This design comes from an exercise in tuning for a short achievable clock period on the open sky130 flow, not from production work.
The RTL was checked by simulation tests, not by an equivalence proof against the original design.
The clock input has no modelled driver; a real chip could not lean on it and would need a root buffer or a full tree.

## oak
==> flow/design.v <==
module GPU(
    input gpu_clk,
    input rst,
    output reg h_sync,
    output reg v_sync,
    output reg color,
    output reg [8:0] address,
    input [639:0] data
    );
    reg [31:0] lo0, lo1, lo2, lo3, lo4;   
    reg [26:0] grp;                       
    reg        le;                        
    reg [8:0]  v;                         
    wire [31:0] lo_init = 32'd2;          
    always @(posedge gpu_clk) begin
        if (rst) begin
            lo0 <= lo_init;
            lo1 <= lo_init;
            lo2 <= lo_init;
            lo3 <= lo_init;
            lo4 <= lo_init;
            grp <= 27'd1;
            le <= 1'b0;
        end else begin
            if (le) begin
                lo0 <= lo_init;
                lo1 <= lo_init;
                lo2 <= lo_init;
                lo3 <= lo_init;
                lo4 <= lo_init;
                grp <= 27'd1;
            end else begin
                lo0 <= {lo0[30:0], lo0[31]};
                lo1 <= {lo1[30:0], lo1[31]};
                lo2 <= {lo2[30:0], lo2[31]};
                lo3 <= {lo3[30:0], lo3[31]};
                lo4 <= {lo4[30:0], lo4[31]};
                if (lo0[31])
                    grp <= {grp[25:0], 1'b0};
            end
            le <= grp[26] & lo0[8];       
        end
    end
    wire [639:0] sel = {lo4, lo4, lo4, lo4, lo3, lo3, lo3, lo3,
                        lo2, lo2, lo2, lo2, lo1, lo1, lo1, lo1,
                        lo0, lo0, lo0, lo0};
    wire [319:0] p_n;
    gpu_nand2 u_p0 (.a(data[1]), .b(sel[1]), .y(p_n[0]));
    genvar i;
    generate
        for (i = 1; i < 320; i = i + 1) begin : g_pair
            gpu_a22oi u (.a1(data[2*i]), .a2(sel[2*i]),
                         .b1(data[2*i+1]), .b2(sel[2*i+1]), .y(p_n[i]));
        end
    endgenerate
    wire [79:0] o8, o8_n;
    generate
        for (i = 0; i < 80; i = i + 1) begin : g_o8
            gpu_nand4 u (.a(p_n[4*i]), .b(p_n[4*i+1]), .c(p_n[4*i+2]),
                         .d(p_n[4*i+3]), .y(o8[i]));
            gpu_inv ui (.a(o8[i]), .y(o8_n[i]));
        end
    endgenerate
    wire [19:0] o32, o32_n;
    generate
        for (i = 0; i < 20; i = i + 1) begin : g_o32
            gpu_a41oi u (.a1(o8_n[4*i]), .a2(o8_n[4*i+1]), .a3(o8_n[4*i+2]),
                         .a4(o8_n[4*i+3]), .b1(~grp[i]), .y(o32[i]));
            gpu_inv ui (.a(o32[i]), .y(o32_n[i]));
        end
    endgenerate
    wire [4:0] o128;
    generate
        for (i = 0; i < 5; i = i + 1) begin : g_o128
            gpu_nand4 u (.a(o32_n[4*i]), .b(o32_n[4*i+1]), .c(o32_n[4*i+2]),
                         .d(o32_n[4*i+3]), .y(o128[i]));
        end
    endgenerate
    wire [3:0] q_n;
    gpu_inv u_q0 (.a(o128[0]), .y(q_n[0]));
    gpu_inv u_q1 (.a(o128[1]), .y(q_n[1]));
    gpu_inv u_q2 (.a(o128[2]), .y(q_n[2]));
    gpu_nor2 u_q3 (.a(o128[3]), .b(o128[4]), .y(q_n[3]));
    wire color_d;
    gpu_a41oi u_c (.a1(q_n[0]), .a2(q_n[1]), .a3(q_n[2]), .a4(q_n[3]),
                   .b1(rst), .y(color_d));
    always @(posedge gpu_clk) begin
        color <= color_d;
        if (rst) begin
            v <= 9'd1;
            address <= 9'd0;
            h_sync <= 1'b0;
            v_sync <= 1'b0;
        end else begin
            h_sync <= (grp[22] & lo0[17]) | (grp[0] & lo0[1]) |
                      (h_sync & ~(grp[20] & lo0[17]));
            v_sync <= (v > 9'd481) && (v <= 9'd484);
            if (le) begin
                if (v == 9'd501) begin
                    v <= 9'd1;
                    address <= 9'd0;
                end else begin
                    v <= v + 9'd1;
                    address <= v;
                end
            end
        end
    end
endmodule
module gpu_a22oi(input a1, input a2, input b1, input b2, output y);
    assign y = ~((a1 & a2) | (b1 & b2));
endmodule
module gpu_nand2(input a, input b, output y);
    assign y = ~(a & b);
endmodule
module gpu_nand4(input a, input b, input c, input d, output y);
    assign y = ~(a & b & c & d);
endmodule
module gpu_inv(input a, output y);
    assign y = ~a;
endmodule
module gpu_nor2(input a, input b, output y);
    assign y = ~(a | b);
endmodule
module gpu_a41oi(input a1, input a2, input a3, input a4, input b1, output y);
    assign y = ~((a1 & a2 & a3 & a4) | b1);
endmodule
Settings: LEC_CHECK=0, CAP_MARGIN=20, CORE_AREA=4 4 196 196, CTS_CLUSTER_DIAMETER=120, CTS_CLUSTER_SIZE=18, DIE_AREA=0 0 200 200, SETUP_SLACK_MARGIN=1.5, SLEW_MARGIN=20, SYNTH_HIERARCHICAL=1, SYNTH_MINIMUM_KEEP_SIZE=0; clock period 3.4 ns.
standard.sh (not shown) runs the stock make flow with config.mk's settings and CLKGATE_MAP_FILE= SYNTH_SCRIPT=/design/flow/synth_recipe.tcl, a recipe that flattens the netlist after the stock synthesis.
==> flow/flow/run.sh <==
#!/bin/bash
# Standard ORFS layout with stronger port buffers, free cell sizing, pins
# packed one track apart and an extra setup repair pass after CTS.
set -euo pipefail
bash standard.sh finish \
  "BUFFER_PORTS_ARGS=-buffer_cell sky130_fd_sc_hd__buf_4" \
  MATCH_CELL_FOOTPRINT=0 \
  SETUP_SLACK_MARGIN=2.5 \
  "PLACE_PINS_ARGS=-min_distance 1 -min_distance_in_tracks" \
  "POST_CTS_TCL=$PWD/flow/post_cts.tcl" \
  > run_make.log 2>&1
Other scripts of this flow, unchanged in this note and not shown: flow/flow/post_cts.tcl
Setup changes, oak to pine
--- a/flow/design.v
+++ b/flow/design.v
@@ -81,32 +81,26 @@
     gpu_inv u_q1 (.a(o128[1]), .y(q_n[1]));
     gpu_inv u_q2 (.a(o128[2]), .y(q_n[2]));
     gpu_nor2 u_q3 (.a(o128[3]), .b(o128[4]), .y(q_n[3]));
     wire color_d;
     gpu_a41oi u_c (.a1(q_n[0]), .a2(q_n[1]), .a3(q_n[2]), .a4(q_n[3]),
                    .b1(rst), .y(color_d));
+    wire [8:0] v_next = le ? ((v == 9'd501) ? 9'd1 : v + 9'd1) : v;
+    wire h_blank = (grp[20] & |lo0[31:17]) | grp[21] | (grp[22] & |lo0[16:0]);
     always @(posedge gpu_clk) begin
         color <= color_d;
         if (rst) begin
             v <= 9'd1;
             address <= 9'd0;
             h_sync <= 1'b0;
             v_sync <= 1'b0;
         end else begin
-            h_sync <= (grp[22] & lo0[17]) | (grp[0] & lo0[1]) |
-                      (h_sync & ~(grp[20] & lo0[17]));
+            h_sync <= ~h_blank;
             v_sync <= (v > 9'd481) && (v <= 9'd484);
-            if (le) begin
-                if (v == 9'd501) begin
-                    v <= 9'd1;
-                    address <= 9'd0;
-                end else begin
-                    v <= v + 9'd1;
-                    address <= v;
-                end
-            end
+            v <= v_next;
+            address <= le ? ((v == 9'd501) ? 9'd0 : v) : v - 9'd1;
         end
     end
 endmodule
 module gpu_a22oi(input a1, input a2, input b1, input b2, output y);
     assign y = ~((a1 & a2) | (b1 & b2));
 endmodule
- Per the comparison of pine with oak, total length of routed wires increased 1800 µm, final cell count went up by about 1.4%, fraction of standard cell area in multi-input logic has remained practically unchanged, number of vias in the routed layout saw an increase.
- Initial antenna violation count in pine is 1 below oak.
- Looking at oak and pine, the area taken by flip-flops and latches is a wash.
- pine ended up with met4 as its uppermost signal routing layer after detailed routing; oak ended up with met5.

[port drivers added, routing unchanged]
No port has a modelled driver above. Below, the same layouts with a new extraction and two added sets of constraints.
Step 1: set_driving_cell puts a clkbuf_16 on gpu_clk and a buf_2 on each other input, an assumption about the parent block.
Step 2 times the ports against the registers' clock, not the clock port: input delays grow and output delays shrink by t, the midpoint of the rising clock arrivals with the driver on.
a / b / c = ideal ports / drivers / drivers and shift; a / b = the first two.
run	shift t [ns]	setup WS [ns]	clock arrival spread, ns	worst data-port slew with drivers (ns)
oak	0.480	1.797 / 1.717 / 1.457	0.126 / 0.126	0.12
pine	0.481	1.801 / 1.722 / 1.433	0.130 / 0.130	0.11
After both steps every run listed still meets setup and hold. For pine, which loses most, drivers alone change the setup slack by -0.079 ns; drivers and shift together by -0.368 ns.
